This is an optimization exercise on Yosys and OpenROAD, whose aim is small area, a short achievable clock period and few clock cycles, not a production implementation. Function was checked by simulation only, so behaviour that the tests miss may differ from the original. Power figures rest on the tool's default switching activity, not on a simulated workload.

===== design/flow/design.v =====
`timescale 1ns / 1ps
module ALU# (parameter WIDTH = 32)(input[WIDTH-1:0] a,
    input[WIDTH-1:0] b,
    output[WIDTH-1:0] Z,
    input[4:0] ALU_func
    );
wire [31:0] add_res, sub_res, and_res, or_res, xor_res, comp_res, shift_left_res,
            shift_right_log_res, shift_right_arith_res, add_4, sub_4;
wire slt_res,sgt_res,seq_res;
wire [31:0] nor_res;
wire [15:0] lui_res;
wire add_carry,add_4c;
wire [3:0] ALU;
wire [7:0] hamm_res;
assign ALU = ALU_func;
Adder_32 ADDER(add_res,add_carry,a,b,1'b0);
EightBitSubtractor SUB(a,b,sub_res);
AND_32 AND_inst(a,b,and_res);
OR_32 OR_inst(a,b,or_res);
XOR_32 XOR_inst(a,b,xor_res);
complementer COMP(comp_res,a);
left_shift_32bit sl(shift_left_res,a,{4'b0,b[0]});
logical_right_shift_32bit srl(shift_right_log_res,a,{4'b0,b[0]});
arithmetic_right_shift_32bit sra(shift_right_arith_res,a,{4'b0,b[0]});
Adder_32 ADDER_4(add_4,add_4c,a,32'd4,1'b0);
EightBitSubtractor Sub_4(a,32'd4,sub_4);
complementer COMP_nor(nor_res,or_res);
comparator_32 COMPARE(a,b,sgt_res,seq_res,slt_res);
HAMM_32bit h(hamm_res,a);
assign lui_res=a[31:16];
assign Z = (ALU_func == 5'b00000) ? add_res :                
       (ALU_func == 5'b00001) ? sub_res :                    
       (ALU_func == 5'b00010) ? and_res :                    
       (ALU_func == 5'b00011) ? or_res  :                    
       (ALU_func == 5'b00100) ? xor_res :                    
       (ALU_func == 5'b00101) ? nor_res :                    
       (ALU_func == 5'b00110) ? comp_res :                   
       (ALU_func == 5'b00111) ? shift_left_res  :            
       (ALU_func == 5'b01000) ? shift_right_log_res :        
       (ALU_func == 5'b01001) ? shift_right_arith_res :      
       (ALU_func == 5'b01010) ? add_4 :                      
       (ALU_func == 5'b01011) ? sub_4 :                      
       (ALU_func == 5'b01100) ? {31'b0,slt_res} :            
       (ALU_func == 5'b01101) ? {31'b0,sgt_res} :            
       (ALU_func == 5'b01110) ? {24'b0,hamm_res} :            
       (ALU_func == 5'b10001) ? {a} : 
       {ALU_func == 5'b10010} ? (b) :
       {ALU_func == 5'b10011} ? {16'b0,lui_res}    :
       {32'b0};
endmodule
`timescale 1ns / 1ps
module ALU_function(func,instr,AB_comp);
    output reg [4:0] func;
    input [31:0] instr;
    input [2:0] AB_comp;
    always @* begin 
        if(instr[31:27]==5'b00000) begin 
            if(instr[4:0]==5'b10000) begin 
                if(AB_comp[0]==1'b1)func=5'b10001;
                else func=5'b10010;
            end 
            else func=instr[4:0];
        end
        else begin 
            if(instr[31:27]<=5'b01010)func=instr[31:27]-1;
            else if(instr[31:27]<=5'b01100)func=instr[31:27]+1;
            else if(instr[31:27]==5'b01101)func=5'b10011;
            else if(instr[31:27]<=5'b10011)func=5'b00000;
            else if(instr[31:27]==5'b10100)func=5'b10001;
            else func=5'b01110;
        end
    end
endmodule
`timescale 1ns / 1ps
module AND # (parameter WIDTH = 8)(s,x,y);
    input[WIDTH-1:0] x,y;
    output [WIDTH-1:0] s;
    and(s[0],x[0],y[0]);
    and(s[1],x[1],y[1]);
    and(s[2],x[2],y[2]);
    and(s[3],x[3],y[3]);
    and(s[4],x[4],y[4]);
    and(s[5],x[5],y[5]);
    and(s[6],x[6],y[6]);
    and(s[7],x[7],y[7]);
endmodule
`timescale 1ns / 1ps
module AND_32 # (parameter WIDTH = 32) (input[WIDTH-1:0] x, 
    input[WIDTH-1:0] y,
    output[WIDTH-1:0] s
    );
    AND part1(s[7:0],x[7:0],y[7:0]);
    AND part2(s[15:8],x[15:8],y[15:8]);
    AND part3(s[23:16],x[23:16],y[23:16]);
    AND part4(s[31:24],x[31:24],y[31:24]);
endmodule
`timescale 1ns / 1ps
module Adder_32(s, cy32, x, y, cy_in);
    input [31:0] x, y;
    input cy_in;
    output [31:0] s;
    output cy32;
    wire cy_out;
    SixteenAdder lower_adder(s[15:0], cy_out, x[15:0], y[15:0], cy_in);
    SixteenAdder upper_adder(s[31:16], cy32, x[31:16], y[31:16], cy_out);
endmodule
`timescale 1ns / 1ps
module EightBitAdder(s, cy8, x, y, cy_in);
    input [7:0] x, y;
    input cy_in;
    output [7:0] s;
    output cy8;
    wire cy_out;
    FourBitAdder lower_adder(s[3:0], cy_out, x[3:0], y[3:0], cy_in);
    FourBitAdder upper_adder(s[7:4], cy8, x[7:4], y[7:4], cy_out);
endmodule
`timescale 1ns / 1ps
module EightBitSubtractor # (parameter WIDTH = 32) (
    input [WIDTH-1:0] x,   
    input [WIDTH-1:0] y,   
    output [WIDTH-1:0] s  
);
    wire [WIDTH-1:0] y_complement;  
    wire carry_out;  
    assign y_complement = ~y;
  wire tmp0;
  wire tmp1;
  assign tmp0=0;
  wire [WIDTH-1:0] partial;
    Adder_32 adder (
        .x(x),
        .y(y_complement),
      .cy_in(tmp0),  
      .s(partial),
        .cy32(carry_out)
    );
  wire [WIDTH-1:0] inp;
  assign inp=32'b1;
  Adder_32 adder1(s,carry_out,partial,inp,tmp0);
endmodule
`timescale 1ns / 1ps
module FourBitAdder(s, cy4, x, y, cy_in);
    input [3:0] x, y;
    input cy_in;
    output [3:0] s;
    output cy4;
    wire [2:0] cy_out;
    full_adder B0 (s[0],cy_out[0],x[0],y[0],cy_in);
    full_adder B1 (s[1],cy_out[1],x[1],y[1],cy_out[0]);
    full_adder B2 (s[2],cy_out[2],x[2],y[2],cy_out[1]);
    full_adder B3 (s[3],cy4,x[3],y[3],cy_out[2]);
endmodule
`timescale 1ns / 1ps
module HAMM(input[7:0] a,
    output [3:0] res
    );
    wire[3:0] s1,s2;
    assign s1[2]=0;
    assign s1[3]=0;
    assign s2[2]=0;
    assign s2[3]=0;
    full_adder FA1(s1[0],s1[1],a[7],a[6],a[5]);
    full_adder FA2(s2[0],s2[1],a[4],a[3],a[2]);
    wire[3:0] s3;
    wire cy;
    FourBitAdder F1(s3,cy,s1,s2,a[1]);
    wire[3:0] s4 = 4'b0;
    wire cy1;
    FourBitAdder F2(res,cy1,s3,s4,a[0]);
endmodule
`timescale 1ns / 1ps
module HAMM_32bit(res,in);
    input [31:0] in;
    output [7:0] res;
    wire [3:0] temp_res[3:0];
    HAMM h1(in[31:24],temp_res[0]);
    HAMM h2(in[23:16],temp_res[1]);
    HAMM h3(in[15:8],temp_res[2]);
    HAMM h4(in[7:0],temp_res[3]);
    wire cy[2:0];
    wire [7:0]partial_sum[1:0];
    EightBitAdder E0(partial_sum[0], cy[0], {4'b0,temp_res[0]}, {4'b0,temp_res[1]}, 1'b0);
    EightBitAdder E1(partial_sum[1], cy[1], {4'b0,temp_res[2]}, {4'b0,temp_res[3]}, 1'b0);
    EightBitAdder E(res,cy[2],partial_sum[0],partial_sum[1],1'b0);
endmodule
`timescale 1ns / 1ps
module IN_REG(input clk,
    input load_ir,
    input [31:0] inp_ins,
    output reg [31:0] out_ins
    );
    always @(posedge clk)
    begin
        if(load_ir) out_ins <= inp_ins;
        else out_ins <= out_ins;
    end
endmodule
`timescale 1ns / 1ps
module LMD(input clk,
    input lmd,
    input [31:0] d_in,
    output reg [31:0] d_out
    );
    always @(posedge clk)
    begin
        if(lmd) d_out <= d_in;
        else d_out <= d_out; 
    end
endmodule
`timescale 1ns / 1ps
module MUX(
    input [3:0] a,
    input [3:0] b,
    output [3:0] out,
    input sel
    );
    assign out = (sel == 1) ? a : b;
endmodule
`timescale 1ns / 1ps
module MUX1(
    input [31:0] a,
    input [31:0] b,
    output [31:0] out,
    input sel
    );
    assign out = (sel == 1) ? a : b;
endmodule
`timescale 1ns / 1ps
module MUX_2_to_1(out,sel,a);
    output out;
    input sel;
    input [1:0] a;
    wire t0,t1,tn;
    and A1(t1,a[1],sel);
    not N(tn,sel);
    and A0(t0,a[0],tn);
    or R(out,t0,t1);
endmodule
`timescale 1ns / 1ps
module MUX_4_to_1(out,sel,a);
    output out;
  	input [1:0] sel;
    input [3:0] a;
    wire [1:0] t;
    MUX_2_to_1 M0(t[0],sel[0],a[1:0]);
    MUX_2_to_1 M1(t[1],sel[0],a[3:2]);
    MUX_2_to_1 M(out,sel[1],t);
endmodule
`timescale 1ns / 1ps
module OR # (parameter WIDTH = 8)(s,x,y);
    input[WIDTH-1:0] x,y;
    output [WIDTH-1:0] s;
    or(s[0],x[0],y[0]);
    or(s[1],x[1],y[1]);
    or(s[2],x[2],y[2]);
    or(s[3],x[3],y[3]);
    or(s[4],x[4],y[4]);
    or(s[5],x[5],y[5]);
    or(s[6],x[6],y[6]);
    or(s[7],x[7],y[7]);
endmodule
`timescale 1ns / 1ps
module OR_32 #(parameter WIDTH = 32) (input[WIDTH-1:0] x, 
    input[WIDTH-1:0] y,
    output[WIDTH-1:0] s
    );
    OR part1(s[7:0],x[7:0],y[7:0]);
    OR part2(s[15:8],x[15:8],y[15:8]);
    OR part3(s[23:16],x[23:16],y[23:16]);
    OR part4(s[31:24],x[31:24],y[31:24]);
endmodule
`timescale 1ns / 1ps
module PC(input clk,
    input LoadPC,
    input [31:0] npc,
    input resetPC,
    output reg [31:0] pc
    );
    always @(posedge clk) 
    begin 
        if(resetPC) pc <= 32'b0;
        else if(LoadPC) pc <= npc;
    end 
endmodule
`timescale 1ns / 1ps
module RB(out1,out2,rs,rt,rd,in1,clk,read,enable,write,reset_all,out);
    input [3:0] rs;
    input [3:0] rt;
    input [3:0] rd;
    input clk;
    input [31:0] in1;
    input read,enable,write,reset_all;
    output reg [31:0] out1;
    output reg [31:0] out2;
    output [15:0] out;
    reg [31:0] R[15:0];
    assign out = {R[4][7:0],R[3][7:0]};
    always @(negedge clk) begin
      if(read && enable) 
      begin
            out1<=R[rs];
            out2<=R[rt];
       end        
    end
    always @(posedge clk) begin
    if(reset_all) begin
        R[0] <= 32'b0;
        R[1] <= 32'b0;
        R[2] <= 32'b0;
        R[3] <= 32'b0;
        R[4] <= 32'b0;
        R[5] <= 32'b0;
        R[6] <= 32'b0;
        R[7] <= 32'b0;
        R[8] <= 32'b0;
        R[9] <= 32'b0;
        R[14] <= 32'b0;
      end
    else if(write && enable) begin
            R[rd]<=in1;
        end
    end 
endmodule
`timescale 1ns / 1ps
module SixteenAdder(s, cy16, x, y, cy_in);
    input [15:0] x, y;
    input cy_in;
    output [15:0] s;
    output cy16;
    wire cy_out;
    EightBitAdder lower_adder(s[7:0], cy_out, x[7:0], y[7:0], cy_in);
    EightBitAdder upper_adder(s[15:8], cy16, x[15:8], y[15:8], cy_out);
endmodule
`timescale 1ns / 1ps
module XOR # (parameter WIDTH = 8)(s,x,y);
    input[WIDTH-1:0] x,y;
    output [WIDTH-1:0] s;
    xor(s[0],x[0],y[0]);
    xor(s[1],x[1],y[1]);
    xor(s[2],x[2],y[2]);
    xor(s[3],x[3],y[3]);
    xor(s[4],x[4],y[4]);
    xor(s[5],x[5],y[5]);
    xor(s[6],x[6],y[6]);
    xor(s[7],x[7],y[7]);
endmodule
`timescale 1ns / 1ps
module XOR_32#(parameter WIDTH = 32) (input[WIDTH-1:0] x, 
    input[WIDTH-1:0] y,
    output[WIDTH-1:0] s
    );
    XOR part1(s[7:0],x[7:0],y[7:0]);
    XOR part2(s[15:8],x[15:8],y[15:8]);
    XOR part3(s[23:16],x[23:16],y[23:16]);
    XOR part4(s[31:24],x[31:24],y[31:24]);
endmodule
`timescale 1ns / 1ps
module arithmetic_right_shift_32bit(out,a,b);
    input [31:0] a;
    input [4:0] b;
    output [31:0] out;
    assign out = $signed(a) >>> b;
endmodule
`timescale 1ns / 1ps
module comparator_32 (
    input [31:0] A,
    input [31:0] B,
    output reg A_gt_B,
    output reg A_eq_B,
    output reg A_lt_B
);
    always @* begin 
        if(A[31]!=B[31]) begin 
            A_eq_B=0;
            A_lt_B=A[31];
            A_gt_B=B[31];
        end
        else if(A[31]==1) begin 
            A_eq_B=(A==B);
            A_lt_B=(A>B);
            A_gt_B=(A<B);
        end
        else begin
            A_eq_B=(A==B);
            A_lt_B=(A<B);
            A_gt_B=(A>B);
        end
    end
endmodule
`timescale 1ns / 1ps
module complementer # (parameter WIDTH = 32)(output[WIDTH-1:0] y,
    input[WIDTH-1:0] x
    );
    assign y = ~x;
endmodule
`timescale 1ns / 1ps
module control_path(LoadIR,LoadPC,ResetPC,EN1,EN,R,W,Src1,Src2,func,SelComp,SelSignal,SelPC,EN2,WEA2,LoadLMD,WriteData,WritePort,isBranch,instr,AB_comp,reset_all,HALT_button,clk,halted);
    output reg LoadPC,ResetPC,EN1,LoadIR,EN,R,W,Src1,Src2;
    output [4:0] func;
    output reg SelComp;
    output reg [1:0] SelSignal;
    output reg SelPC, EN2,WEA2,LoadLMD;
    output reg WriteData,WritePort,isBranch;input [2:0] AB_comp; 
    input [31:0]instr;
    input reset_all,HALT_button,clk;
    output halted;
    wire run;
    wire [3:0] time_step, index;
    wire final_reset; 
    reg reset_SD; 
    step_decoder SD(time_step,final_reset,run,clk);
    instruction_decoder ID(index,instr);
    ALU_function F(func,instr,AB_comp);
    assign run=(((time_step==4'd3)&&(index==4'd10)&&(HALT_button==1'b0))?1'b0:1'b1);
    assign final_reset=(reset_all||reset_SD);
    assign halted=(time_step==4'd3)&&(index==4'd10);
    always @* begin
        LoadPC=1'b0;ResetPC=reset_all;EN1=1'b0;LoadIR=1'b0;EN=1'b0;R=1'b0;W=1'b0;Src1=1'b0;Src2=1'b0;SelComp=1'b0;EN2=1'b0;WEA2=1'b0;LoadLMD=1'b0;WritePort=1'b0;WriteData=1'b0;isBranch=1'b0;SelSignal=2'b00;SelPC=1'b0;reset_SD=1'b1;
        if(time_step<=4'd2)begin 
            LoadPC=1'b0;ResetPC=reset_all;EN1=1'b1;LoadIR=1'b1;
            EN=1'b0;R=1'b0;W=1'b0;Src1=1'b0;
            Src2=1'b0;SelComp=1'b0;EN2=1'b0;WEA2=1'b0;
            LoadLMD=1'b0;WritePort=1'b0;WriteData=1'b0;
            isBranch=1'b0;SelSignal=2'b00;SelPC=1'b0;
            reset_SD=1'b0;
        end
        else begin
            if(index==4'd1) begin 
                if(time_step==4'd3) begin 
                    LoadPC=1'b1;ResetPC=reset_all;EN1=1'b0;
                    LoadIR=1'b0;EN=1'b1;R=1'b0;W=1'b1;Src1=1'b1;Src2=1'b1;
                    SelComp=1'b0;EN2=1'b0;WEA2=1'b0;LoadLMD=1'b0;
                    WritePort=1'b0;WriteData=1'b0;isBranch=1'b1;SelSignal=2'b00;
                    SelPC=1'b1;reset_SD=1'b1; 
                end
                else begin
                    LoadPC=1'b0;ResetPC=reset_all;EN1=1'b0;LoadIR=1'b0;EN=1'b0;R=1'b0;W=1'b0;Src1=1'b0;Src2=1'b0;SelComp=1'b0;EN2=1'b0;WEA2=1'b0;LoadLMD=1'b0;WritePort=1'b0;WriteData=1'b0;isBranch=1'b0;SelSignal=2'b00;SelPC=1'b0;reset_SD=1'b1; 
                end
            end
            else if(index==4'd2) begin
                if(time_step==4'd3) begin 
                    LoadPC=1'b1;ResetPC=reset_all;EN1=1'b0;
                    LoadIR=1'b0;EN=1'b1;R=1'b1;
                    W=1'b1;Src1=1'b1;Src2=1'b1;SelComp=1'b0;EN2=1'b0;
                    WEA2=1'b0;LoadLMD=1'b0;WritePort=1'b0;
                    WriteData=1'b0;isBranch=1'b1;SelSignal=2'b01;
                    SelPC=1'b0;reset_SD=1'b1; 
                end
                else begin
                    LoadPC=1'b0;ResetPC=reset_all;EN1=1'b0;LoadIR=1'b0;EN=1'b0;R=1'b0;W=1'b0;Src1=1'b0;Src2=1'b0;SelComp=1'b0;EN2=1'b0;WEA2=1'b0;LoadLMD=1'b0;WritePort=1'b0;WriteData=1'b0;isBranch=1'b0;SelSignal=2'b00;SelPC=1'b0;reset_SD=1'b1; 
                end
            end
            else if(index==4'd3) begin
                if(time_step==4'd3) begin 
                    LoadPC=1'b1;ResetPC=reset_all;EN1=1'b0;LoadIR=1'b0;                    
                    EN=1'b1;R=1'b1;W=1'b1;Src1=1'b1;
                    Src2=1'b1;SelComp=1'b0;EN2=1'b0;WEA2=1'b0;LoadLMD=1'b0;WritePort=1'b0;
                    WriteData=1'b0;isBranch=1'b1;SelSignal=2'b11;
                    SelPC=1'b0;reset_SD=1'b1; 
                end
                else begin
                    LoadPC=1'b0;ResetPC=reset_all;EN1=1'b0;LoadIR=1'b0;EN=1'b0;R=1'b0;W=1'b0;Src1=1'b0;Src2=1'b0;SelComp=1'b0;EN2=1'b0;WEA2=1'b0;LoadLMD=1'b0;WritePort=1'b0;WriteData=1'b0;isBranch=1'b0;SelSignal=2'b00;SelPC=1'b0;reset_SD=1'b1; 
                end
            end
            else if(index==4'd4) begin
                if(time_step==4'd3) begin 
                    LoadPC=1'b1;ResetPC=reset_all;EN1=1'b0;LoadIR=1'b0;                    
                    EN=1'b1;R=1'b1;W=1'b1;Src1=1'b1;
                    Src2=1'b1;SelComp=1'b0;EN2=1'b0;
                    WEA2=1'b0;LoadLMD=1'b0;WritePort=1'b0;
                    WriteData=1'b0;isBranch=1'b1;
                    SelSignal=2'b10;SelPC=1'b0;
                    reset_SD=1'b1; 
                end
                else begin
                    LoadPC=1'b0;ResetPC=reset_all;EN1=1'b0;LoadIR=1'b0;EN=1'b0;R=1'b0;W=1'b0;Src1=1'b0;Src2=1'b0;SelComp=1'b0;EN2=1'b0;WEA2=1'b0;LoadLMD=1'b0;WritePort=1'b0;WriteData=1'b0;isBranch=1'b0;SelSignal=2'b00;SelPC=1'b0;reset_SD=1'b1; 
                end
            end
            else if(index==4'd5) begin
                if(time_step<=4'd5) begin 
                    LoadPC=1'b0;ResetPC=reset_all;EN1=1'b0;
                    LoadIR=1'b0;EN=1'b1;R=1'b1;W=1'b0;Src1=1'b0;
                    Src2=1'b1;SelComp=1'b0;EN2=1'b1;WEA2=1'b0;
                    LoadLMD=1'b1;WritePort=1'b0;WriteData=1'b0;isBranch=1'b1;
                    SelSignal=2'b10;SelPC=1'b0;reset_SD=1'b0; 
                end
                else if(time_step==4'd6) begin 
                    LoadPC=1'b1;ResetPC=reset_all;EN1=1'b0;
                    LoadIR=1'b0;EN=1'b1;R=1'b0;W=1'b1;Src1=1'b0;
                    Src2=1'b1;SelComp=1'b0;EN2=1'b0;
                    WEA2=1'b0;LoadLMD=1'b0;WritePort=1'b1;
                    WriteData=1'b1;isBranch=1'b0;SelSignal=2'b00;
                    SelPC=1'b0;reset_SD=1'b1; 
                end
                else begin
                    LoadPC=1'b0;ResetPC=reset_all;EN1=1'b0;LoadIR=1'b0;EN=1'b0;R=1'b0;W=1'b0;Src1=1'b0;Src2=1'b0;SelComp=1'b0;EN2=1'b0;WEA2=1'b0;LoadLMD=1'b0;WritePort=1'b0;WriteData=1'b0;isBranch=1'b0;SelSignal=2'b00;SelPC=1'b0;reset_SD=1'b1; 
                end
            end
            if(index==4'd6) begin 
                if(time_step==4'd3) begin 
                    LoadPC=1'b1;ResetPC=reset_all;EN1=1'b0;LoadIR=1'b0;
                    EN=1'b1;R=1'b1;W=1'b0;
                    Src1=1'b0;Src2=1'b1;SelComp=1'b0;EN2=1'b1;
                    WEA2=1'b1;LoadLMD=1'b0;WritePort=1'b0;
                    WriteData=1'b0;isBranch=1'b0;SelSignal=2'b00;
                    SelPC=1'b0;reset_SD=1'b0; 
                end
                else if(time_step==4'd4) begin 
                    LoadPC=1'b0;ResetPC=reset_all;EN1=1'b0;
                    LoadIR=1'b0;EN=1'b1;R=1'b1;W=1'b0;
                    Src1=1'b0;Src2=1'b1;SelComp=1'b0;EN2=1'b1;
                    WEA2=1'b1;LoadLMD=1'b0;WritePort=1'b0;
                    WriteData=1'b0;isBranch=1'b0;SelSignal=2'b00;
                    SelPC=1'b0;reset_SD=1'b1; 
                end
                else begin
                    LoadPC=1'b0;ResetPC=reset_all;EN1=1'b0;LoadIR=1'b0;EN=1'b0;R=1'b0;W=1'b0;Src1=1'b0;Src2=1'b0;SelComp=1'b0;EN2=1'b0;WEA2=1'b0;LoadLMD=1'b0;WritePort=1'b0;WriteData=1'b0;isBranch=1'b0;SelSignal=2'b00;SelPC=1'b0;reset_SD=1'b1; 
                end
            end
            if(index==4'd7) begin 
                if(time_step==4'd3) begin 
                    LoadPC=1'b1;ResetPC=reset_all;EN1=1'b0;
                    LoadIR=1'b0;EN=1'b1;R=1'b1;W=1'b1;
                    Src1=1'b0;Src2=1'b0;SelComp=1'b1;EN2=1'b0;WEA2=1'b0;
                    LoadLMD=1'b0;WritePort=1'b0;
                    WriteData=1'b0;isBranch=1'b0;SelSignal=2'b00;
                    SelPC=1'b0;reset_SD=1'b1; 
                end
                else begin
                    LoadPC=1'b0;ResetPC=reset_all;EN1=1'b0;LoadIR=1'b0;EN=1'b0;R=1'b0;W=1'b0;Src1=1'b0;Src2=1'b0;SelComp=1'b0;EN2=1'b0;WEA2=1'b0;LoadLMD=1'b0;WritePort=1'b0;WriteData=1'b0;isBranch=1'b0;SelSignal=2'b00;SelPC=1'b0;reset_SD=1'b1; 
                end
            end
            if(index==4'd8) begin 
                if(time_step==4'd3) begin 
                    LoadPC=1'b1;ResetPC=reset_all;EN1=1'b0;LoadIR=1'b0;
                    EN=1'b1;R=1'b1;W=1'b1;Src1=1'b0;
                    Src2=1'b0;SelComp=1'b1;EN2=1'b0;WEA2=1'b0;
                    LoadLMD=1'b0; WritePort=1'b0;WriteData=1'b0;isBranch=1'b0;
                    SelSignal=2'b00;SelPC=1'b0;reset_SD=1'b1; 
                end
                else begin
                    LoadPC=1'b0;ResetPC=reset_all;EN1=1'b0;LoadIR=1'b0;EN=1'b0;R=1'b0;W=1'b0;Src1=1'b0;Src2=1'b0;SelComp=1'b0;EN2=1'b0;WEA2=1'b0;LoadLMD=1'b0;WritePort=1'b0;WriteData=1'b0;isBranch=1'b0;SelSignal=2'b00;SelPC=1'b0;reset_SD=1'b1; 
                end
            end
            if(index==4'd9) begin 
                if(time_step==4'd3) begin 
                    LoadPC=1'b1;ResetPC=reset_all;EN1=1'b0;
                    LoadIR=1'b0;EN=1'b1;R=1'b1;
                    W=1'b1;Src1=1'b0;Src2=1'b1;SelComp=1'b1;
                    EN2=1'b0;WEA2=1'b0;LoadLMD=1'b0;WritePort=1'b1;
                    WriteData=1'b0;isBranch=1'b0;
                    SelSignal=2'b00;SelPC=1'b0;reset_SD=1'b1; 
                end
                else begin
                    LoadPC=1'b0;ResetPC=reset_all;EN1=1'b0;LoadIR=1'b0;EN=1'b0;R=1'b0;W=1'b0;Src1=1'b0;Src2=1'b0;SelComp=1'b0;EN2=1'b0;WEA2=1'b0;LoadLMD=1'b0;WritePort=1'b0;WriteData=1'b0;isBranch=1'b0;SelSignal=2'b00;SelPC=1'b0;reset_SD=1'b1; 
                end
            end
            if(index==4'd10) begin 
                if(HALT_button) begin reset_SD=1'b1;LoadPC=1'b1;ResetPC=reset_all;EN1=1'b0;LoadIR=1'b0;EN=1'b0;R=1'b0;W=1'b0;Src1=1'b0;Src2=1'b0;SelComp=1'b0;EN2=1'b0;WEA2=1'b0;LoadLMD=1'b0;WritePort=1'b0;WriteData=1'b0;isBranch=1'b0;SelSignal=2'b00;SelPC=1'b0; end
                else begin reset_SD=1'b0;LoadPC=1'b0;ResetPC=reset_all;EN1=1'b0;LoadIR=1'b0;EN=1'b0;R=1'b0;W=1'b0;Src1=1'b0;Src2=1'b0;SelComp=1'b0;EN2=1'b0;WEA2=1'b0;LoadLMD=1'b0;WritePort=1'b0;WriteData=1'b0;isBranch=1'b0;SelSignal=2'b00;SelPC=1'b0; end
            end
            if(index==4'd11) begin 
                if(time_step==4'd3) begin 
                    LoadPC=1'b0;ResetPC=reset_all;EN1=1'b0;LoadIR=1'b0;
                    EN=1'b0;R=1'b0;W=1'b0;Src1=1'b0;
                    Src2=1'b0;SelComp=1'b0;EN2=1'b0;
                    WEA2=1'b0;LoadLMD=1'b0;WritePort=1'b0;WriteData=1'b0;
                    isBranch=1'b0;SelSignal=2'b00;SelPC=1'b0;reset_SD=1'b1; 
                end
                else begin
                    LoadPC=1'b0;ResetPC=reset_all;EN1=1'b0;LoadIR=1'b0;EN=1'b0;R=1'b0;W=1'b0;Src1=1'b0;Src2=1'b0;SelComp=1'b0;EN2=1'b0;WEA2=1'b0;LoadLMD=1'b0;WritePort=1'b0;WriteData=1'b0;isBranch=1'b0;SelSignal=2'b00;SelPC=1'b0;reset_SD=1'b1; 
                end
            end
            if(index==4'd12) begin 
                if(time_step==4'd3) begin 
                    LoadPC=1'b1;ResetPC=reset_all;EN1=1'b0;
                    LoadIR=1'b0;EN=1'b1;R=1'b1;W=1'b0;
                    Src1=1'b0;Src2=1'b0;SelComp=1'b0;EN2=1'b0;
                    WEA2=1'b0;LoadLMD=1'b0;WritePort=1'b0;
                    WriteData=1'b0;isBranch=1'b0;SelSignal=2'b00;SelPC=1'b1;
                    reset_SD=1'b1; 
                end
                else begin
                    LoadPC=1'b0;ResetPC=reset_all;EN1=1'b0;LoadIR=1'b0;EN=1'b0;R=1'b0;W=1'b0;Src1=1'b0;Src2=1'b0;SelComp=1'b0;EN2=1'b0;WEA2=1'b0;LoadLMD=1'b0;WritePort=1'b0;WriteData=1'b0;isBranch=1'b0;SelSignal=2'b00;SelPC=1'b0;reset_SD=1'b1; 
                end
            end
        end
    end
endmodule
`timescale 1ns / 1ps
module data_path(
    input clk,en,read,write,
    input writeport,writedata,src1,src2,
    input ld_lmd,en_data_mem,wri_data_mem,
    input en_ins_mem,
    input [4:0] alu_func,
    input selcomp,
    input [1:0] selsig,
    input selPC,ld_pc,resetPC,reset_all, load_ir,
    input isbranch,
    output [31:0] out_ins,
    output [2:0] comp_res,
    output [15:0] out,
    output imem_en,
    output [10:0] imem_addr,
    input  [31:0] imem_rdata,
    output dmem_en,
    output dmem_we,
    output [10:0] dmem_addr,
    output [31:0] dmem_wdata,
    input  [31:0] dmem_rdata
    );
    wire [31:0] a,b;
    wire [3:0] rs,rt,rd;
    wire [3:0] m1_out;
    wire [31:0] m4_out,m2_out,m3_out,m7_out;
    wire [31:0] npc;
    wire [31:0] Z;
    wire [18:0] imm;
    wire [31:0] se_out, d_out, mux4_in, comp_in1, blue_out;
    wire [3:0]  yell_out;
    wire [31:0] instruction, pc;
    wire cout;    
    assign rs = instruction[26:23];
    assign rt = instruction[22:19];
    assign rd = instruction[18:15];
    assign imm = instruction[18:0];
    Adder_32 A1(npc,cout,pc,32'd1,1'b0);
    MUX M1(rt,rd,m1_out,writeport);
    MUX YELL_MUX(4'd15,m1_out,yell_out,isbranch);
    MUX1 M2(npc,a,m2_out,src1);
    RB rb(a,b,rs,rt,yell_out,blue_out,clk,read,en,write,reset_all,out);
    sign_ext SE(imm,se_out);
    ALU alu(m2_out,m3_out,Z,alu_func);
    MUX1 M3(se_out,b,m3_out,src2); 
    assign dmem_en = en_data_mem;
    assign dmem_we = wri_data_mem;
    assign dmem_addr = Z[10:0];
    assign dmem_wdata = b;
    assign d_out = dmem_rdata;
    LMD lmd(clk,ld_lmd,d_out,mux4_in);
    MUX1 M4(mux4_in,Z,m4_out,writedata);
    MUX1 BLUE_MUX(npc,m4_out,blue_out,isbranch);
    MUX1 M5(b,32'b0,comp_in1,selcomp);
    comparator_32 COMP(a,comp_in1,comp_res[2],comp_res[1],comp_res[0]);
    wire [3:0] temp = {comp_res[2],comp_res[1],comp_res[0],selPC};
    MUX_4_to_1 M6(m7_sel,selsig,temp);                
    MUX1 M7(Z,npc,m7_out,m7_sel);
    PC pc1(clk,ld_pc,m7_out,resetPC,pc);
    assign imem_en = en_ins_mem;
    assign imem_addr = pc[10:0];
    assign instruction = imem_rdata;
    IN_REG in_reg(clk,load_ir,instruction,out_ins); 
endmodule
`timescale 1ns / 1ps
module full_adder(S, Cy, A, B, C);
  input A, B, C;
  output S, Cy;
  wire S1, C1, C2;
  half_adder HA1 (S1, C1, A, B);
  half_adder HA2 (S, C2, S1, C);
  or g3 (Cy, C1, C2);
endmodule
`timescale 1ns / 1ps
module half_adder(S,Cy,A,B);
	input A,B;
	output S,Cy;
	xor g1 (S, A, B);
	and g2 (Cy, A, B); 
endmodule
`timescale 1ns / 1ps
module instruction_decoder(index,instr);
    output reg [3:0] index;
    input [31:0] instr;
    always @* begin 
        if(instr[31:27]==5'b00000) begin 
            if(instr[4:0]==5'b10000)index=4'd7;
            else index=4'd8;
        end
        else begin 
            if((instr[31:27]<=5'b01101)|| (instr[31:27]==5'b10101))index=4'd9;
            else if(instr[31:27]==5'b10110)index=4'd10;
            else if(instr[31:27]==5'b10111)index=4'd11;
            else if(instr[31:27]==5'b10100)index=4'd12;
            else if(instr[31:27]>=5'b10000)index=instr[31:27]-15;
            else if(instr[31:27]==5'b01110)index=4'd5;
            else index=4'd6;
        end
    end
endmodule
`timescale 1ns / 1ps
module left_shift_32bit(out,a,b);
    input [31:0] a;
    input [4:0] b;
    output [31:0] out;
    assign out = a << b;
endmodule
`timescale 1ns / 1ps
module logical_right_shift_32bit(out,a,b);
    input [31:0] a;
    input [4:0] b;
    output [31:0] out;
    assign out = a >> b;
endmodule
`timescale 1ns / 1ps
module sign_ext(input [18:0] imm,
    output [31:0] out
    );
    assign out = {{13{imm[18]}},imm};
endmodule
`timescale 1ns / 1ps
module step_decoder(out,reset,run,clk);
input reset,clk,run;
output reg [3:0]out;
always @(posedge clk) begin
   if(reset)out<=4'd0;
   else if(run) out<=out+1;
   else out<=out;
end
endmodule
`timescale 1ns / 1ps
module mips32_core(
    input clk,
    input reset_all,
    input HALT,
    output [15:0] out,
    output halted,
    output imem_en,
    output [10:0] imem_addr,
    input  [31:0] imem_rdata,
    output dmem_en,
    output dmem_we,
    output [10:0] dmem_addr,
    output [31:0] dmem_wdata,
    input  [31:0] dmem_rdata
    );
    reg [31:0] R [0:15];
    reg [31:0] pc;       
    reg        irv;      
    reg        mv;       
    reg [10:0] fa;       
    reg        fen;      
    reg        hlt;      
    reg        l1v;      
    reg [3:0]  l1r;      
    reg        l2v;      
    reg [3:0]  l2r;      
    reg        den, dwe;
    reg [10:0] dad;
    reg [31:0] dwd;
    assign out = {R[4][7:0], R[3][7:0]};
    assign halted = hlt;
    assign imem_en = fen;
    assign imem_addr = fa;
    assign dmem_en = den;
    assign dmem_we = dwe;
    assign dmem_addr = dad;
    assign dmem_wdata = dwd;
    reg [4:0]  op;
    reg [18:0] imm19;
    reg [15:0] rso, rto;
    reg [3:0]  xa;
    wire c_r   = (op == 5'd0);
    wire c_ld  = (op == 5'd14);
    wire c_st  = (op == 5'd15);
    wire c_br  = (op[4:2] == 3'b100);
    wire c_ret = (op == 5'd20);
    wire c_hlt = (op == 5'd22);
    wire c_bal = (op == 5'd16);
    wire c_bmi = (op == 5'd17);
    wire c_bpl = (op == 5'd18);
    wire c_bz  = (op == 5'd19);
    reg [4:0] fn;        
    always @* begin
        case (op)
            5'd0:  fn = imm19[4:0];
            5'd1:  fn = 5'd0;
            5'd2:  fn = 5'd1;
            5'd3:  fn = 5'd2;
            5'd4:  fn = 5'd3;
            5'd5:  fn = 5'd4;
            5'd6:  fn = 5'd5;
            5'd7:  fn = 5'd6;
            5'd8:  fn = 5'd7;
            5'd9:  fn = 5'd8;
            5'd10: fn = 5'd9;
            5'd11: fn = 5'd12;
            5'd12: fn = 5'd13;
            5'd13: fn = 5'd19;
            5'd21: fn = 5'd14;
            default: fn = 5'd31;
        endcase
    end
    wire c_wr = c_br | c_r | (fn != 5'd31);
    reg c_inv, c_four, c_sum, c_shl, c_shr, c_sra, c_lt, c_gt, c_ham, c_lui, c_cmov;
    reg [3:0] c_tt;      
    always @* begin
        c_inv = 1'b0; c_four = 1'b0; c_sum = 1'b0; c_shl = 1'b0; c_shr = 1'b0; c_sra = 1'b0;
        c_lt = 1'b0; c_gt = 1'b0; c_ham = 1'b0; c_lui = 1'b0; c_cmov = 1'b0; c_tt = 4'b0000;
        case (fn)
            5'd0:  c_sum = 1'b1;
            5'd1:  begin c_sum = 1'b1; c_inv = 1'b1; end
            5'd2:  c_tt = 4'b1000;
            5'd3:  c_tt = 4'b1110;
            5'd4:  c_tt = 4'b0110;
            5'd5:  c_tt = 4'b0001;
            5'd6:  c_tt = 4'b0011;
            5'd7:  c_shl = 1'b1;
            5'd8:  c_shr = 1'b1;
            5'd9:  begin c_shr = 1'b1; c_sra = 1'b1; end
            5'd10: begin c_sum = 1'b1; c_four = 1'b1; end
            5'd11: begin c_sum = 1'b1; c_four = 1'b1; c_inv = 1'b1; end
            5'd12: begin c_lt = 1'b1; c_inv = 1'b1; end
            5'd13: begin c_gt = 1'b1; c_inv = 1'b1; end
            5'd14: c_ham = 1'b1;
            5'd16: begin c_cmov = 1'b1; c_inv = 1'b1; end
            5'd17: c_tt = 4'b1100;
            5'd18: c_tt = 4'b1010;
            5'd19: c_lui = 1'b1;
            default: ;
        endcase
    end
    wire busy = l2v || hlt;
    wire hz   = l1v && (rso[l1r] || ((c_r || c_st) && rto[l1r]) || c_hlt);
    wire ex   = irv && !busy && !hz;
    reg  [31:0] A, B;
    integer q;
    always @* begin
        A = 32'd0; B = 32'd0;
        for (q = 0; q < 16; q = q + 1) begin
            A = A | (R[q] & {32{rso[q]}});
            B = B | (R[q] & {32{rto[q]}});
        end
    end
    wire [31:0] imm = {{13{imm19[18]}}, imm19};
    wire [31:0] B2  = c_r ? B : imm;
    wire [31:0] ax = c_br ? pc : A;
    wire [31:0] bx = c_four ? 32'd4 : B2;
    wire [32:0] sum = {1'b0, ax} + {1'b0, c_inv ? ~bx : bx} + {32'd0, c_inv | c_br};
    wire cout = sum[32];
    wire eq  = (A == B2);
    wire ugt = cout & ~eq;           
    wire ult = ~cout;                
    wire sd  = A[31] ^ B2[31];
    wire lt  = sd ? A[31]  : (A[31] ? ugt : ult);
    wire gt  = sd ? B2[31] : (A[31] ? ult : ugt);
    function [2:0] pc4(input [3:0] x);
        case (x)
            4'h0: pc4 = 3'd0; 4'h1, 4'h2, 4'h4, 4'h8: pc4 = 3'd1;
            4'h7, 4'hb, 4'hd, 4'he: pc4 = 3'd3; 4'hf: pc4 = 3'd4;
            default: pc4 = 3'd2;
        endcase
    endfunction
    wire [3:0] h3 [0:3];
    wire [4:0] h4 [0:1];
    genvar gh;
    generate
        for (gh = 0; gh < 4; gh = gh + 1) begin : hl3
            assign h3[gh] = {1'b0, pc4(A[8*gh+3:8*gh])} + {1'b0, pc4(A[8*gh+7:8*gh+4])};
        end
        for (gh = 0; gh < 2; gh = gh + 1) begin : hl4
            assign h4[gh] = {1'b0, h3[2*gh]} + {1'b0, h3[2*gh+1]};
        end
    endgenerate
    wire [5:0] ham = {1'b0, h4[0]} + {1'b0, h4[1]};
    wire sh   = B2[0];
    wire s_a  = (c_shl | c_shr) & ~sh;
    wire s_sl = c_shl & sh;
    wire s_sr = c_shr & sh;
    wire msb  = c_sra & A[31];
    reg [31:0] res;
    integer j;
    always @* begin
        for (j = 0; j < 32; j = j + 1)
            res[j] = (A[j] ? (B2[j] ? c_tt[3] : c_tt[2]) : (B2[j] ? c_tt[1] : c_tt[0])) |
                     (c_sum & sum[j]) | (s_a & A[j]) |
                     (c_cmov & (lt ? A[j] : B2[j])) |
                     (s_sl & ((j == 0) ? 1'b0 : A[(j + 31) % 32])) |
                     (s_sr & ((j == 31) ? msb : A[(j + 1) % 32])) |
                     (c_lui & ((j < 16) ? A[(j + 16) % 32] : 1'b0)) |
                     (c_ham & ((j < 6) ? ham[j % 6] : 1'b0)) |
                     ((j == 0) & ((c_lt & lt) | (c_gt & gt)));
    end
    wire [31:0] pc1 = pc + 32'd1;
    wire az = (A == 32'd0);
    wire taken = c_bal | (c_bmi & A[31]) | (c_bpl & ~A[31] & ~az) | (c_bz & az);
    wire redirect = ex && (taken || c_ret);
    wire [31:0] target = c_ret ? A : sum[31:0];
    wire        xw  = ex && c_wr;
    wire        wen = l2v || xw;
    wire [3:0]  wa  = l2v ? l2r : xa;
    wire [31:0] wd  = l2v ? dmem_rdata : (c_br ? pc1 : res);
    wire [31:0] wdz = reset_all ? 32'd0 : wd;
    wire adv  = !irv || ex;           
    wire lost = fen && mv && !adv;    
    wire hlt_n = hlt ? !HALT : (ex && c_hlt);
    wire l2v_n = l1v && !(xw && (xa == l1r));    
    wire mv_n  = !redirect && !lost && (fen || (mv && !adv));
    wire irv_n = !redirect && (adv ? mv : irv);
    wire busy_n = l2v_n || hlt_n;
    always @(posedge clk) begin
        if (reset_all) begin
            pc <= 32'd0; irv <= 1'b0; mv <= 1'b0; fa <= 11'd0; fen <= 1'b1;
            hlt <= 1'b0; l1v <= 1'b0; l2v <= 1'b0; den <= 1'b0;
        end else begin
            if (redirect) fa <= target[10:0];
            else if (lost) fa <= fa - 11'd1;
            else if (fen) fa <= fa + 11'd1;
            if (redirect) pc <= target;
            else if (ex) pc <= pc1;
            mv <= mv_n;
            irv <= irv_n;
            fen <= !(busy_n && irv_n && mv_n);
            hlt <= hlt_n;
            l1v <= ex && c_ld;
            l2v <= l2v_n;
            den <= ex && (c_ld || c_st);
        end
        if (adv) begin
            op <= imem_rdata[31:27];
            imm19 <= imem_rdata[18:0];
            rso <= 16'd1 << imem_rdata[26:23];
            rto <= 16'd1 << imem_rdata[22:19];
            xa <= (imem_rdata[31:27] == 5'd0) ? imem_rdata[18:15] : ((imem_rdata[31:29] == 3'b100) ? 4'd15 : imem_rdata[22:19]);
        end
        l1r <= xa;
        l2r <= l1r;
        dwe <= c_st;
        dad <= sum[10:0];
        dwd <= B;
    end
    genvar g;
    generate for (g = 0; g < 16; g = g + 1) begin : rf
        if (g <= 9 || g == 14) begin : z
            always @(posedge clk)
                if (reset_all || (wen && wa == g)) R[g] <= wdz;
        end else begin : n
            always @(posedge clk)
                if (!reset_all && wen && wa == g) R[g] <= wd;
        end
    end endgenerate
endmodule

===== design/flow/flow/run.sh =====
#!/bin/bash
# The standard layout, with the port buffers made from buf_4 cells instead of
# the default delay-buffer cells.
cp standard.sh standard.sh.txt 2>/dev/null
export BUFFER_PORTS_ARGS="-buffer_cell sky130_fd_sc_hd__buf_4"
bash standard.sh > standard.log 2>&1

===== design/flow/standard.sh =====
#!/bin/bash
# synth_recipe.tcl (not shown) runs the flow's synth.tcl, then flattens the netlist and writes it again
# the make line also repeats each setting of config.mk as NAME=value (left out here)
make -C /OpenROAD-flow-scripts/flow DESIGN_CONFIG=/design/flow/config.mk WORK_HOME=/design/flow/orfs CLKGATE_MAP_FILE= SYNTH_SCRIPT=/design/flow/synth_recipe.tcl "${@:-finish}"

===== design/flow/config.mk =====
export PLATFORM = sky130hd
export DESIGN_NAME = mips32_core
export DESIGN_NICKNAME = mips32_core
export VERILOG_FILES = /design/flow/design.v
export SDC_FILE = /design/flow/constraint.sdc
export NUM_CORES = 4
export LEC_CHECK = 0
export CAP_MARGIN = 50
export CORE_MARGIN = 2
export CORE_UTILIZATION = 65
export SLEW_MARGIN = 70

===== design/flow/constraint.sdc =====
create_clock -name core_clock -period 34.0 [get_ports {clk}]
set_input_delay 6.8000 -clock core_clock [delete_from_list [all_inputs] [get_ports {clk}]]
set_output_delay 6.8000 -clock core_clock [all_outputs]
set_load 0.01 [all_outputs]

==> results.cfg, run 1 <==
[grt]
use_met2_pct = 70.0
use_met3_pct = 26.0
use_met1_pct = 65.4
grt_pass1_wl_mm = 220
grt_antenna_before_repair = 4
grt_max_degree = 73
grt_busiest_layer = met2
grt-ovfl-total = 0
grtUsageTotal_pct = 51.9
grt_pass1_vias = 32600

[pwr]
total_leakage_power_uw = 0.0160
peakVddDrop_mv = 0.0895
p_sw_uw = 1400
pwr-share-comb_pct = 44.0
clockPowerShare_pct = 23.5
seqPwrFrac_pct = 32.5
power_uw = 3500
power-per-cell-area_nw_per_um2 = 80.7
intPower_uw = 2100
switching_share_pct = 40.1

[synth]
synth_edf_count = 572
yosysUniqueCellTypes = 83
ys.warnings.count = 2
synth_cells = 3273
ys_seq_area_share_pct = 52.2
async_flop_share_pct = 0
ys.flop_type = edfxtp_1
synth.net_count = 3441
syn_area_um2 = 36800
synth-seq-cells = 674
syn_avg_cell_area_um2 = 11.3

[timing]
rsz0062_at_grt = no
worst_pin_slew_ps = 514
whs_ps = 407
fmaxAchievable_mhz = 121
fin_setup_tns_ps = 0
min_period_ps = 8290
relSlewSlack_pct = 65.5
hold_viol_final = 0
setup-violations-final = 0
finalMaxSlewViolations = 0
fin_skew_ps = 38.8
post-route-period-util_pct = 24.4

[routing]
vias_per_cell = 8.09
drtIter0Drc = 6871
routedWlPerCell_um = 36.9
drcViolationCount = 0
drt_wl_total_mm = 155
ant_nets = 0
num_vias = 34100
first_pass_iters = 12

[clock_tree]
cts_num_sinks = 674
htreeDepth = 3
clkTransAtPathRegs_ps = 60
post_cts_buffers = 0
ctsLongestPathBuffers = 3
ctsHoldBuffers = 0
root_buffer = clkbuf_16
clk_latency_ps = 650
cts_tree = done
cts_made_buffers = 71
cts_resized = 0

[floorplan]
row_count = 87
die_h_um = 242
die-area_um2 = 58600
io_pins = 141
dieWidth_um = 242
core_area_um2 = 56200
start_util_pct = 65.6

[place]
io_buffers = 140
place.gp.congestion = 1.07
hpwl_mm = 95.4

[worst_hold_path]
min_path_type = register to register

[critical_path]
cp_max_fo = 4
critPathMaxStageDelay_ps = 640
path_buf_inv = 1
critical_path.startpoint_type = register
timing_worst_setup_path_type = register to output pin
cpLargestDelayFamily = flip-flops
crit_chain = buf_4
arrival_ps = 1490
required_ps = 27200
critPathSlowestCell = edfxtp_1
end_kind = output pin

[finish]
seq_area_um2 = 19200
final_common_cell = edfxtp_1
multi_input_area_um2 = 17600
fill_cells = 3542
syn2layout_area_growth_pct = 17.8
final_cell_mix = edfxtp_1, a22o_1, a221oi_1
nets = 3565
drive_gt1_share_pct = 19.4

[flow_run]
maxCapViolCount = 0

[outcome]
status = no timing/DRC/antenna violations
flip-flops by register name (all words and copies together), names as in the netlist:
signal and flops:
R 512, dad 11, den 1, dwd 32, dwe 1, fa 11, fen 1, hlt 1
imm19 19, irv 1, l1r 4, l1v 1, l2r 4, l2v 1, mv 1, op 5
pc 32, rso 16, rto 16, xa 4
stage by stage:
step | cell area [um^2] | util, % | instances | setup slack (ps)
3_3_place_gp | 38700 | 68.9 | 4010 | 25130
3_5_place_dp | 40500 | 72.0 | 4057 | 25440
6_report | 43400 | 77.3 | 4213 | 25710
2_1_floorplan | 36800 | - | 3273 | 24910
5_1_grt | 43400 | 77.3 | 4211 | 25540
4_1_cts | 42900 | 76.4 | 4188 | 25790
worst register-to-register path: cells and delay by family, from the launching register on:
kind            cells  cell delay (ps)
buf+inv             8             2170
compound gates     10             2060
simple gates        8             1530
fa+ha+maj           3             1360
flops               1              480
xor+xnor            1              160
power by group through the flow:
| stage | clock network [uW] | registers, uW | logic, uW |
|---|---|---|---|
| finish | 822 | 1140 | 1540 |
| global route | 849 | 1150 | 1610 |
| CTS | 816 | 1130 | 1430 |
| detailed placement | 0 | 1150 | 1420 |
| global placement | 0 | 1140 | 1310 |
| floorplan | 0 | 1130 | 847 |
kinds of logic (layout without fill, tap and decap cells):
| logic type | count (synthesis) | after routing | share of synthesized area [%] |
|---|---|---|---|
| adder cells (fa/ha/maj) | 101 | 101 | 3.84 |
| AO/OA/AOI/OAI | 1152 | 1152 | 23.3 |
| AND/OR/NAND/NOR | 728 | 728 | 9.76 |
| other | 0 | 2 | 0 |
| flip-flops | 674 | 674 | 52.2 |
| multiplexers | 103 | 103 | 3.19 |
| buffers and inverters | 366 | 548 | 4.15 |
| XOR/XNOR | 149 | 149 | 3.54 |
area by class of cell:
type	count	share of cell area (%)
tap	756	2.18
timing repair buffer	319	6.45
multi-input combinational	2233	40.6
antenna	2	0.0115
clock inverter	41	1.13
sequential	674	44.3
inverter	98	0.865
clock buffer	90	4.52
final timing paths:
path	endpoint	depth (start not counted)	slack, ps	start
worst max register to register	R[6][26]	30	25950	op[0]
worst min-delay path	l2r[2]	0	410	l1r[2]
worst max-delay path	out[2]	1	25710	R[3][2]
worst min register to register	l2r[2]	0	410	l1r[2]
routing by layer:
metal | vias up | routed length (um) | share of wire, %
met3 | 1092 | 29800 | 19
met1 | 15900 | 49900 | 32
met2 | 3833 | 60800 | 39
met5 | - | 179 | 0.12
li1 | 13200 | - | -
met4 | 10 | 14800 | 9.5
synth_stat cells, types with 9 or more instances:
master / number / area [um^2]
nor3_1: 54 / 270
a21oi_1: 204 / 1020
o211ai_1: 21 / 158
inv_1: 96 / 360
a211o_1: 14 / 123
mux2i_1: 75 / 751
nor4_1: 26 / 163
a31oi_1: 21 / 131
buf_1: 33 / 124
o221ai_1: 30 / 263
clkbuf_1: 168 / 631
a22oi_1: 46 / 345
and4_1: 40 / 350
xor2_1: 59 / 517
buf_4: 21 / 158
and2_1: 14 / 87.6
nor2_1: 241 / 905
buf_2: 43 / 215
nand4_1: 32 / 200
a21o_1: 36 / 270
fa_1: 20 / 400
nor2b_1: 22 / 138
mux4_2: 9 / 203
and3_1: 21 / 131
o31ai_1: 11 / 82.6
nand2_1: 148 / 556
dfxtp_1: 102 / 2040
xnor2_1: 90 / 788
o21ai_1: 9 / 45.0
or3_1: 10 / 62.6
nand3_1: 53 / 265
a221oi_1: 246 / 2150
mux2_2: 16 / 180
a211oi_1: 49 / 368
a22o_1: 244 / 2140
ha_1: 81 / 1010
nand3b_1: 11 / 82.6
o21bai_1: 20 / 150
nand2b_1: 30 / 188
o21ai_0: 109 / 546
o22ai_1: 19 / 119
edfxtp_1: 572 / 17200
Testbench counts, summed over its fixed seeds: cycles 57,618.
==> run 2, diff against run 1 <==
--- a/design/flow/design.v
+++ b/design/flow/design.v
@@ -748,2 +748,3 @@
     reg        den, dwe;
+    reg        rq;       
     reg [10:0] dad;
@@ -793,3 +794,3 @@
     end
-    wire c_wr = c_br | c_r | (fn != 5'd31);
+    wire c_wr = c_wr0;
     reg c_inv, c_four, c_sum, c_shl, c_shr, c_sra, c_lt, c_gt, c_ham, c_lui, c_cmov;
@@ -822,4 +823,6 @@
     end
-    wire busy = l2v || hlt;
-    wire hz   = l1v && (rso[l1r] || ((c_r || c_st) && rto[l1r]) || c_hlt);
+    wire c_wr0 = c_br | c_r | (fn != 5'd31);
+    wire busy = (l2v && c_wr0) || hlt;
+    wire hz   = (l1v && (rso[l1r] || ((c_r || c_st) && rto[l1r]) || c_hlt)) ||
+                (l2v && (rso[l2r] || ((c_r || c_st) && rto[l2r])));
     wire ex   = irv && !busy && !hz;
@@ -891,4 +894,12 @@
     wire [3:0]  wa  = l2v ? l2r : xa;
-    wire [31:0] wd  = l2v ? dmem_rdata : (c_br ? pc1 : res);
-    wire [31:0] wdz = reset_all ? 32'd0 : wd;
+    wire s_ld  = l2v & ~rq;
+    wire s_br  = ~l2v & c_br & ~rq;
+    wire s_alu = ~l2v & ~c_br & ~rq;
+    wire [31:0] wd  = ({32{s_ld}} & dmem_rdata) | ({32{s_br}} & pc1) | ({32{s_alu}} & res);
+    wire jump = ex && (taken || c_ret);
+    wire pj = jump & ~rq;
+    wire px = ex & ~jump & ~rq;
+    wire fr = redirect & ~rq;
+    wire fl = ~redirect & lost & ~rq;
+    wire fi = ~redirect & ~lost & fen & ~rq;
     wire adv  = !irv || ex;           
@@ -899,13 +910,15 @@
     wire irv_n = !redirect && (adv ? mv : irv);
-    wire busy_n = l2v_n || hlt_n;
+    wire [4:0] nop_ = imem_rdata[31:27];
+    wire nwr = adv ? ((nop_ <= 5'd13) || (nop_[4:2] == 3'b100) || (nop_ == 5'd21)) : c_wr0;
+    wire busy_n = (l2v_n && nwr) || hlt_n;
     always @(posedge clk) begin
-        if (reset_all) begin
-            pc <= 32'd0; irv <= 1'b0; mv <= 1'b0; fa <= 11'd0; fen <= 1'b1;
+        if (rq || jump || ex)
+            pc <= ({32{pj}} & target) | ({32{px}} & pc1);
+        if (rq || redirect || lost || fen)
+            fa <= ({11{fr}} & target[10:0]) | ({11{fl}} & (fa - 11'd1)) | ({11{fi}} & (fa + 11'd1));
+        rq <= reset_all;
+        if (reset_all || rq) begin
+            irv <= 1'b0; mv <= 1'b0; fen <= 1'b1;
             hlt <= 1'b0; l1v <= 1'b0; l2v <= 1'b0; den <= 1'b0;
         end else begin
-            if (redirect) fa <= target[10:0];
-            else if (lost) fa <= fa - 11'd1;
-            else if (fen) fa <= fa + 11'd1;
-            if (redirect) pc <= target;
-            else if (ex) pc <= pc1;
             mv <= mv_n;
@@ -935,6 +948,6 @@
             always @(posedge clk)
-                if (reset_all || (wen && wa == g)) R[g] <= wdz;
+                if (rq || (wen && wa == g)) R[g] <= wd;
         end else begin : n
             always @(posedge clk)
-                if (!reset_all && wen && wa == g) R[g] <= wd;
+                if (wen && wa == g) R[g] <= wd;
         end
==> design/flow/flow/run.sh (replaced) <==
#!/bin/bash
# The standard layout, with two changes after synthesis (which runs
# unchanged): the port buffers are buf_4 cells rather than the default
# delay-buffer cells, and the resizer may not use the clkdlybuf4s* /
# dlymetal6s* delay cells when it buffers nets.
set -o pipefail
bash standard.sh synth > synth.log 2>&1 || exit 1
export BUFFER_PORTS_ARGS="-buffer_cell sky130_fd_sc_hd__buf_4"
export DONT_USE_CELLS="sky130_fd_sc_hd__clkdlybuf4s15_1 sky130_fd_sc_hd__clkdlybuf4s15_2 sky130_fd_sc_hd__clkdlybuf4s18_1 sky130_fd_sc_hd__clkdlybuf4s18_2 sky130_fd_sc_hd__clkdlybuf4s25_1 sky130_fd_sc_hd__clkdlybuf4s25_2 sky130_fd_sc_hd__clkdlybuf4s50_1 sky130_fd_sc_hd__clkdlybuf4s50_2 sky130_fd_sc_hd__dlymetal6s2s_1 sky130_fd_sc_hd__dlymetal6s4s_1 sky130_fd_sc_hd__dlymetal6s6s_1"
bash standard.sh finish > layout.log 2>&1
--- a/design/flow/config.mk
+++ b/design/flow/config.mk
@@ -7,5 +7,5 @@
 export LEC_CHECK = 0
-export CAP_MARGIN = 50
+export CAP_MARGIN = 20
 export CORE_MARGIN = 2
 export CORE_UTILIZATION = 65
-export SLEW_MARGIN = 70
+export SLEW_MARGIN = 55
==> run 2 against run 1 <==
  * Clock power decreased by 0.5%
  * Sequential power shrank 4%
  * Clock-buffer cell count stayed put
  * Largest power group is now sequential cells
==> results.cfg, run 2 <==
[place]
dpl_cell_area_um2 = 38900
place.gp.congestion = 1.04
numPlacedInstances = 3934
pre_cts_ws_ps = 25390
io_buffers = 140
hpwl_mm = 95.0

[synth]
synth_compound_area_share_pct = 22.8
synth_common_cells = edfxtp_1, a221oi_1, nor2_1, a22o_1, clkbuf_1
syn_area_um2 = 36200
ys_seq_area_share_pct = 54.4
synth_top_family_by_area = compound AO/OA/AOI/OAI gates
async_flop_share_pct = 0
synth_xor_area_share_pct = 3.34
synthMuxAreaShare_pct = 2.53
synth_most_common_cell = edfxtp_1
ys_top_cells_by_area = edfxtp_1, a221oi_1, a22o_1, dfxtp_1, ha_1
ys.warnings.count = 2
syn_avg_cell_area_um2 = 11.6
synth.net_count = 3282
synth_top_area_share_pct = 51.1
yosys.area.top_type = edfxtp_1
ys.flop_type = edfxtp_1
yosysUniqueCellTypes = 83
synth-simple-area-share_pct = 9.60
yosys.area_share.adder_pct = 3.58
synth-seq-cells = 675
synth_edf_count = 615
synth_cells = 3123

[critical_path]
cp_max_fo = 33
critical_path.startpoint_type = register
end_kind = register
arrival_ps = 9310
crit_top_cell = o21ai_0
timing_worst_setup_path_type = register to register
required_ps = 34490
critPathMaxStageDelay_ps = 610
critPathSlowestCell = edfxtp_1

[routing]
drtIter0Drc = 7064
num_vias = 33700
first_pass_iters = 10
routedWlPerCell_um = 38.5
ant_nets = 0
drcViolationCount = 0
vias_per_cell = 8.24
drt_wl_total_mm = 157

[clock_tree]
clkTransAtPathRegs_ps = 60
cts_resized = 0
ctsLongestPathBuffers = 3
cts_num_sinks = 675
cts_tree = done
ctsHoldBuffers = 0
clk_latency_ps = 660
post_cts_buffers = 0
cts_made_buffers = 70
root_buffer = clkbuf_16
htreeDepth = 3

[grt]
grt_pass1_vias = 32400
grtUsageTotal_pct = 53.0
grt-ovfl-total = 0
grt_max_degree = 84
grt_antenna_before_repair = 9
grt_pass1_wl_mm = 217

[finish]
final_area_um2 = 41600
final_common_cell = edfxtp_1
reg_top3 = R x512, dwd x32, pc x32
nets = 3430
fin_cells = 4083
largest_register_ffs = 512
syn2layout_area_growth_pct = 15.1
regMostFlops = R
postLayoutCoreUtil_pct = 75.6
final_cell_mix = edfxtp_1, buf_4, a221oi_1
drive_gt1_share_pct = 16.9

[timing]
setup_slack_ps = 25180
rsz0062_at_grt = no
setup-violations-final = 0
post-route-period-util_pct = 25.9
fmaxAchievable_mhz = 113
finalMaxSlewViolations = 0
fin_setup_tns_ps = 0
hold_viol_final = 0
relSlewSlack_pct = 43.9
fin_skew_ps = 39.8
min_period_ps = 8820
worst_pin_slew_ps = 841

[floorplan]
row_count = 86
core_area_um2 = 55100
die_h_um = 240
dieWidth_um = 240
start_util_pct = 65.6
io_pins = 141
die-area_um2 = 57500

[outcome]
status = no timing/DRC/antenna violations

[pwr]
power-per-cell-area_nw_per_um2 = 71.3
peakVddDrop_mv = 0.0777
total_leakage_power_uw = 0.0153

[flow_run]
maxCapViolCount = 0

[worst_hold_path]
min_path_type = register to register
==> run 2: cell families after synthesis <==
kind of cell,count (synthesis)
AOI/OAI and AO/OA,1100
and+or+nand+nor,705
DFF,675
buffers and inverters,332
xor gates and xnor gates,138
adders and majority gates,92
muxes,81
==> run 2: path summary, 6_finish.rpt <==
check	start	to	slack (ps)	depth (start not counted)
max	op[3]	R[5][11]	25180	27
max reg2reg	op[3]	R[5][11]	25180	27
min	l1r[1]	l2r[1]	440	0
min reg2reg	l1r[1]	l2r[1]	440	0
==> run 2: final cells by class <==
type	instances	area, um^2
fill	3458	13500
sequential	675	19700
tap	748	936
clock buffer	90	1930
clock inverter	39	460
timing repair buffer	326	2620
multi-input combinational	2116	15700
inverter	82	308
antenna	7	17.5
==> run 2: report_power, final <==
group | leakage [uW] | internal (uW) | total [uW] | switching, uW
Clock | 0.00116 | 462 | 818 | 356
Combinational | 0.00733 | 375 | 1050 | 678
Sequential | 0.00677 | 1030 | 1100 | 67.0
Total | 0.0153 | 1870 | 2970 | 1100
==> run 2: critical path, delay by kind of cell (launching register included) <==
family | cells | cell delay, ps
AOI/OAI and AO/OA | 11 | 3380
xor gates and xnor gates | 1 | 220
adders and majority gates | 3 | 1250
buffers and inverters | 5 | 1130
DFF | 1 | 610
muxes | 1 | 390
and+or+nand+nor | 6 | 1660
==> run 2: through the flow <==
step	total power (uW)	hold WS, ps
after floorplan	1700	329
after global placement	2030	411
after detailed placement	2070	427
after CTS	2870	435
after global routing	3050	450
final	2970	436
==> run 2: metal layers <==
metal | track usage (%) | vias to the layer above | wire, um
met1 | 62.8 | 15500 | 47400
met4 | 44.0 | 10 | 17400
met2 | 74.3 | 4004 | 63400
met3 | 23.3 | 1386 | 28900
met5 | 0 | - | 57
li1 | - | 12800 | -
Testbench counts of run 2, summed over its fixed seeds: cycles 56,485.
==> run 3, diff against run 2 <==
--- a/design/flow/config.mk
+++ b/design/flow/config.mk
@@ -10,2 +10,2 @@
 export CORE_UTILIZATION = 65
-export SLEW_MARGIN = 55
+export SLEW_MARGIN = 70
==> run 3 against run 2 <==
  * Highest routed layer unchanged
  * Via count about the same
  * Critical endpoint is now out[7]
  * Final area increased by 1.6%
  * Worst hold slack worse by 14 ps
  * Core utilization up 1.2 points
  * Combinational power grew 5%
  * Die area is the same
  * Sequential cell count unchanged
==> results.cfg, run 3 <==
[pwr]
switching_share_pct = 37.6
seqPwrFrac_pct = 37.0
total_leakage_power_uw = 0.0156
intPower_uw = 1840
power-per-cell-area_nw_per_um2 = 69.8
p_sw_uw = 1110
peakVddDrop_mv = 0.0694
pwr-share-comb_pct = 37.1
clockPowerShare_pct = 25.9

[clock_tree]
cts_tree = done
cts_num_sinks = 675
ctsLongestPathBuffers = 3
cts_made_buffers = 69
root_buffer = clkbuf_16
ctsHoldBuffers = 0
cts_resized = 0
clkTransAtPathRegs_ps = 70
clk_latency_ps = 650
post_cts_buffers = 0
htreeDepth = 3

[finish]
syn2layout_area_growth_pct = 17.0
largest_register_ffs = 512
final_cell_mix = edfxtp_1, buf_4, a221oi_1
final_common_cell = edfxtp_1
reg_top3 = R x512, dwd x32, pc x32
drive_gt1_share_pct = 19.4
regMostFlops = R
nets = 3497

[floorplan]
die-area_um2 = 57500
io_pins = 141
die_h_um = 240
row_count = 86
start_util_pct = 65.6
core_area_um2 = 55100
dieWidth_um = 240

[critical_path]
required_ps = 27200
cpLargestDelayFamily = flip-flops
end_kind = output pin
critPathSlowestCell = edfxtp_1
r2r_slack_ps = 25780
r2r-start = op[2]
critical_path.startpoint_type = register
arrival_ps = 1490
critPathMaxStageDelay_ps = 640
timing_worst_setup_path_type = register to output pin
path_buf_inv = 1
cp_max_fo = 3
worst_r2r_path_depth = 28
crit_chain = buf_4
r2r_end = R[2][28]

[synth]
syn_area_um2 = 36200
synth_most_common_cell = edfxtp_1
synth_cells = 3123
ys.flop_type = edfxtp_1
synth_edf_count = 615
synth-seq-cells = 675
async_flop_share_pct = 0
yosys.area.top_type = edfxtp_1
synth_common_cells = edfxtp_1, a221oi_1, nor2_1, a22o_1, clkbuf_1
ys_top_cells_by_area = edfxtp_1, a221oi_1, a22o_1, dfxtp_1, ha_1
yosysUniqueCellTypes = 83
synth_top_area_share_pct = 51.1
ys_seq_area_share_pct = 54.4
ys.warnings.count = 2
synth.net_count = 3282
syn_avg_cell_area_um2 = 11.6

[timing]
fin_setup_tns_ps = 0
finalMaxSlewViolations = 0
hold_viol_final = 0
fin_skew_ps = 35.6
rsz0062_at_grt = no
setup-violations-final = 0
whs_ps = 422
worst_pin_slew_ps = 552
post-route-period-util_pct = 24.4
fmaxAchievable_mhz = 121
relSlewSlack_pct = 63.2
min_period_ps = 8290

[worst_hold_path]
min_path_type = register to register
min_from = l1r[0]
min_to = l2r[0]
whs_path_depth = 0

[routing]
drtIter0Drc = 7134
routedWlPerCell_um = 37.9
num_vias = 33700
first_pass_iters = 12
drcViolationCount = 0
drt_wl_total_mm = 157
vias_per_cell = 8.14
ant_nets = 0

[grt]
grt_pass1_vias = 32600
grt_pass1_wl_mm = 218
grt_max_degree = 53
grt_antenna_before_repair = 9
grtUsageTotal_pct = 53.2
grt-ovfl-total = 0

[place]
io_buffers = 140
hpwl_mm = 97.2
place.gp.congestion = 1.04

[outcome]
status = no timing/DRC/antenna violations

[flow_run]
maxCapViolCount = 0
run 3: area by class of cell:
type | count | area, um^2
antenna | 3 | 7.51
clock buffer | 85 | 1850
clock inverter | 34 | 339
fill | 3353 | 12800
inverter | 82 | 310
multi-input combinational | 2116 | 16000
sequential | 675 | 19700
tap | 748 | 936
timing repair buffer | 394 | 3180
run 3: power groups by stage:
stage / clock network, uW / registers [uW] / logic, uW
5_1_grt: 783 / 1100 / 1150
6_report: 766 / 1090 / 1100
3_5_place_dp: 0 / 1100 / 1010
4_1_cts: 749 / 1090 / 1030
3_3_place_gp: 0 / 1100 / 934
2_1_floorplan: 0 / 1090 / 605
run 3: routing by layer:
layer / GRT usage (%) / vias up / part of all wire, %
li1: - / 12900 / -
met5: 0.606 / - / 0.052
met1: 62.1 / 15500 / 30
met4: 43.0 / 8 / 11
met3: 23.6 / 1275 / 18
met2: 76.1 / 3943 / 41
run 3: how the worst max path moves through the flow:
stage,startpoint,end,slack (ps),depth (start not counted)
6_report,R[3][7],out[7],25710,1
5_1_grt,op[0],R[2][28],25510,29
4_1_cts,R[3][7],out[7],25820,1
3_5_place_dp,dmem_rdata[28],R[4][28],25610,7
3_3_place_gp,op[2],R[6][28],25170,21
2_1_floorplan,dmem_rdata[25],R[0][25],25950,4
run 3: logic make-up (layout without fill, tap and decap cells):
kind of cell    Yosys count  after routing  share of synthesized area, %
flops                   675            675                          54.4
buf+inv                 332            595                          3.79
mux                      81             81                          2.53
simple gates            705            705                          9.60
compound gates         1100           1100                          22.8
other cells               0              3                             0
xor+xnor                138            138                          3.34
fa+ha+maj                92             92                          3.58
run 3: through the flow:
step,util [%],setup WS (ps),total power [uW],instances,area (um^2)
global placement,69.7,25170,2030,3902,38400
finish,76.8,25710,2950,4137,42300
floorplan,-,25950,1700,3123,36200
detailed placement,72.2,25610,2110,3991,39800
CTS,76.2,25820,2860,4110,42000
global route,76.8,25510,3030,4135,42300

[re-timing with driven ports]
How much do the figures lean on ideal ports? The routed layouts below were timed once more, with nothing changed but the port constraints.
Step 1 sets driving cells, clkbuf_16 on the clock port and buf_2 on the other inputs (assumed; they add their load-dependent delay and slew).
Step 2 moves the port delays by t, midway between the first and last clock arrival at a register: inputs arrive t later, outputs are due t later. That takes back most of the time a late clock gives input paths.
Three values: ideal ports, drivers, drivers and shift; two values: the first two.
run | shift t [ns] | slack for setup (ns) | worst hold slack (ns) | pins driven straight from the clock port
run 1 | 0.698 | 25.709 / 25.644 / 25.271 | 0.407 / 0.407 / 0.407 | 1
run 2 | 0.704 | 25.184 / 25.184 / 25.184 | 0.436 / 0.436 / 0.436 | 1
run 3 | 0.694 | 25.708 / 25.645 / 25.405 | 0.422 / 0.422 / 0.422 | 1
After both steps setup and hold are still met in every run listed. For run 1, which loses most, drivers alone change the setup slack by -0.065 ns; drivers and shift together by -0.438 ns.
